Background: an optimization exercise with open tools, aiming at small area and a short achievable clock period. Do not read the settings as production practice.
Function was checked by simulation only, so behaviour that the tests miss may differ from the original.
Power is estimated from default activity; no workload was simulated.

## build 77
==> flow/design.v (excerpt) <==
module wallace_mul(input [15:0] a, input [15:0] b, output [32:0] out, input clk);
  reg [15:0] ra1;
  wire [17:0] bx = {2'b00, b};
  wire [16:0] bl = {b, 1'b0};
  wire [7:0] e_neg, e_one, e_two;
  reg [7:0] rneg1;
  reg [7:0] rone1;
  reg [7:0] rtwo1;
  reg rb15_1;
  wire [17:0] ax = {1'b0, ra1, 1'b0};
  wire pp_0_0 = ((rone1[0] & ax[1]) | (rtwo1[0] & ax[0])) ^ rneg1[0];
  wire pp_0_1 = ((rone1[0] & ax[2]) | (rtwo1[0] & ax[1])) ^ rneg1[0];
  wire pp_0_2 = ((rone1[0] & ax[3]) | (rtwo1[0] & ax[2])) ^ rneg1[0];
  wire pp_0_3 = ((rone1[0] & ax[4]) | (rtwo1[0] & ax[3])) ^ rneg1[0];
  wire pp_0_4 = ((rone1[0] & ax[5]) | (rtwo1[0] & ax[4])) ^ rneg1[0];
  wire pp_0_5 = ((rone1[0] & ax[6]) | (rtwo1[0] & ax[5])) ^ rneg1[0];
  wire pp_0_6 = ((rone1[0] & ax[7]) | (rtwo1[0] & ax[6])) ^ rneg1[0];
  wire pp_0_7 = ((rone1[0] & ax[8]) | (rtwo1[0] & ax[7])) ^ rneg1[0];
  wire pp_0_8 = ((rone1[0] & ax[9]) | (rtwo1[0] & ax[8])) ^ rneg1[0];
  wire pp_0_9 = ((rone1[0] & ax[10]) | (rtwo1[0] & ax[9])) ^ rneg1[0];
  wire pp_0_10 = ((rone1[0] & ax[11]) | (rtwo1[0] & ax[10])) ^ rneg1[0];
  wire pp_0_11 = ((rone1[0] & ax[12]) | (rtwo1[0] & ax[11])) ^ rneg1[0];
  wire pp_0_12 = ((rone1[0] & ax[13]) | (rtwo1[0] & ax[12])) ^ rneg1[0];
  wire pp_0_13 = ((rone1[0] & ax[14]) | (rtwo1[0] & ax[13])) ^ rneg1[0];
  wire pp_0_14 = ((rone1[0] & ax[15]) | (rtwo1[0] & ax[14])) ^ rneg1[0];
  wire pp_0_15 = ((rone1[0] & ax[16]) | (rtwo1[0] & ax[15])) ^ rneg1[0];
  wire pp_0_16 = ((rone1[0] & ax[17]) | (rtwo1[0] & ax[16])) ^ rneg1[0];
  wire pp_1_0 = ((rone1[1] & ax[1]) | (rtwo1[1] & ax[0])) ^ rneg1[1];
  wire pp_1_1 = ((rone1[1] & ax[2]) | (rtwo1[1] & ax[1])) ^ rneg1[1];
  wire pp_1_2 = ((rone1[1] & ax[3]) | (rtwo1[1] & ax[2])) ^ rneg1[1];
  wire pp_1_3 = ((rone1[1] & ax[4]) | (rtwo1[1] & ax[3])) ^ rneg1[1];
  wire pp_1_4 = ((rone1[1] & ax[5]) | (rtwo1[1] & ax[4])) ^ rneg1[1];
  wire pp_1_5 = ((rone1[1] & ax[6]) | (rtwo1[1] & ax[5])) ^ rneg1[1];
  wire pp_1_6 = ((rone1[1] & ax[7]) | (rtwo1[1] & ax[6])) ^ rneg1[1];
  wire pp_1_7 = ((rone1[1] & ax[8]) | (rtwo1[1] & ax[7])) ^ rneg1[1];
  wire pp_1_8 = ((rone1[1] & ax[9]) | (rtwo1[1] & ax[8])) ^ rneg1[1];
  ...
Size in the first run: about 390 flip-flops, roughly 66 I/O pins.
==> flow/config.mk <==
export PLATFORM = sky130hd
export DESIGN_NAME = wallace_mul
export DESIGN_NICKNAME = wallace_mul
export VERILOG_FILES = /design/flow/design.v
export SDC_FILE = /design/flow/constraint.sdc
export NUM_CORES = 4
export LEC_CHECK = 0
export ABC_AREA = 1
export CAP_MARGIN = 20
export CORE_MARGIN = 2
export CORE_UTILIZATION = 40
export CTS_BUF_LIST = sky130_fd_sc_hd__clkbuf_16
export CTS_CLUSTER_DIAMETER = 80
export CTS_CLUSTER_SIZE = 30
export PLACE_DENSITY = 0.6
export SETUP_SLACK_MARGIN = 2.5
export SLEW_MARGIN = 20
export SYNTH_HIERARCHICAL = 1
export SYNTH_MINIMUM_KEEP_SIZE = 0
==> flow/constraint.sdc <==
create_clock -name core_clock -period 4.4 [get_ports {clk}]
set_input_delay 0.8800 -clock core_clock [delete_from_list [all_inputs] [get_ports {clk}]]
set_output_delay 0.8800 -clock core_clock [all_outputs]
set_load 0.01 [all_outputs]
run.sh (not shown) runs the stock make flow with config.mk's settings and CLKGATE_MAP_FILE= SYNTH_SCRIPT=/design/flow/synth_recipe.tcl, a recipe that flattens the netlist after the stock synthesis.
Modified inputs, build 87 compared to build 77
# build 77
export LEC_CHECK = 0
export ABC_AREA = 1
export CAP_MARGIN = 20
export CORE_MARGIN = 2
export CORE_UTILIZATION = 40
export CTS_BUF_LIST = sky130_fd_sc_hd__clkbuf_16
export CTS_CLUSTER_DIAMETER = 80
export CTS_CLUSTER_SIZE = 30
export PLACE_DENSITY = 0.6
export SETUP_SLACK_MARGIN = 2.5
export SLEW_MARGIN = 20
export SYNTH_HIERARCHICAL = 1
export SYNTH_MINIMUM_KEEP_SIZE = 0
create_clock -name core_clock -period 4.4 [get_ports {clk}]
# build 87
export LEC_CHECK = 0
export CAP_MARGIN = 20
export CORE_MARGIN = 2
export CORE_UTILIZATION = 40
export PLACE_DENSITY = 0.6
export SETUP_SLACK_MARGIN = 2.5
export SLEW_MARGIN = 20
export SYNTH_HIERARCHICAL = 1
export SYNTH_MINIMUM_KEEP_SIZE = 0
create_clock -name core_clock -period 4.4 [get_ports {clk}]
==> comparison <==
Area: build 87 vs build 77 -> build 87 larger
Die size: build 87 is under build 77
After synthesis and placement, the instance count of build 87 is below that of build 77.
Taking build 87 as 1.0, build 77 lands at 1.09 on detailed-route via count.
The type of the setup path with the least slack comes out reg2out in one run and reg2reg in the other, namely in build 77 and build 87 respectively.
Going from build 77 to build 87, wire length down 1800 um; number of tap cells inserted down about 1.5%; total power up 13%.
Modified inputs, build 20 compared to build 87
# build 87
export LEC_CHECK = 0
export CAP_MARGIN = 20
export CORE_MARGIN = 2
export CORE_UTILIZATION = 40
export PLACE_DENSITY = 0.6
export SETUP_SLACK_MARGIN = 2.5
export SLEW_MARGIN = 20
export SYNTH_HIERARCHICAL = 1
export SYNTH_MINIMUM_KEEP_SIZE = 0
create_clock -name core_clock -period 4.4 [get_ports {clk}]
# build 20
export LEC_CHECK = 0
export CAP_MARGIN = 20
export CORE_MARGIN = 2
export CORE_UTILIZATION = 40
export CTS_BUF_LIST = sky130_fd_sc_hd__clkbuf_16
export CTS_CLUSTER_DIAMETER = 80
export CTS_CLUSTER_SIZE = 30
export PLACE_DENSITY = 0.6
export SETUP_SLACK_MARGIN = 2.5
export SLEW_MARGIN = 20
export SYNTH_HIERARCHICAL = 1
export SYNTH_MINIMUM_KEEP_SIZE = 0
export TNS_END_PERCENT = 0
create_clock -name core_clock -period 4.4 [get_ports {clk}]
Findings:
Build 20 reports its launching instance or port of the critical path as ra1[9]$_DFF_P_ while build 87 reports q4_c114$_DFF_P_.
Build 20 ended with every stage complete and zero timing, DRC or antenna violations.
Build 87 → build 20: maximum achievable frequency decreased about 4%; wire length of the first global-routing pass -about 2.2%; routed wire length shrank by 590 um.
Compared with build 87, in build 20 layout-stage area growth over the synthesis result moved down; total number of H-tree levels down 1; count of multi-input combinational gates roughly the same.

re-timing with driven ports:
How much do the figures lean on ideal ports? The routed layouts below were timed once more, with nothing changed but the port constraints.
Step 1, drivers: a clkbuf_16 drives clk and a buf_2 each remaining input, both assumed.
Step 2, shift: input delay + t, output delay - t, t = (earliest + latest rising clock arrival at the registers) / 2. This alone moves slack from input paths to output paths.
Three values: ideal ports, drivers, drivers and shift; two values: the first two.
| run | t (ns) | setup WS [ns] | worst setup path at the end |
|---|---|---|---|
| build 77 | 0.581 | 2.544 / 2.494 / 2.483 | input to register |
| build 87 | 0.581 | 2.513 / 2.506 / 2.513 | register to register |
| build 20 | 0.579 | 2.438 / 2.390 / 2.438 | register to register |
After both steps setup and hold are still met in every run listed. For build 77, which loses most, drivers alone change the setup slack by -0.050 ns; drivers and shift together by -0.061 ns.
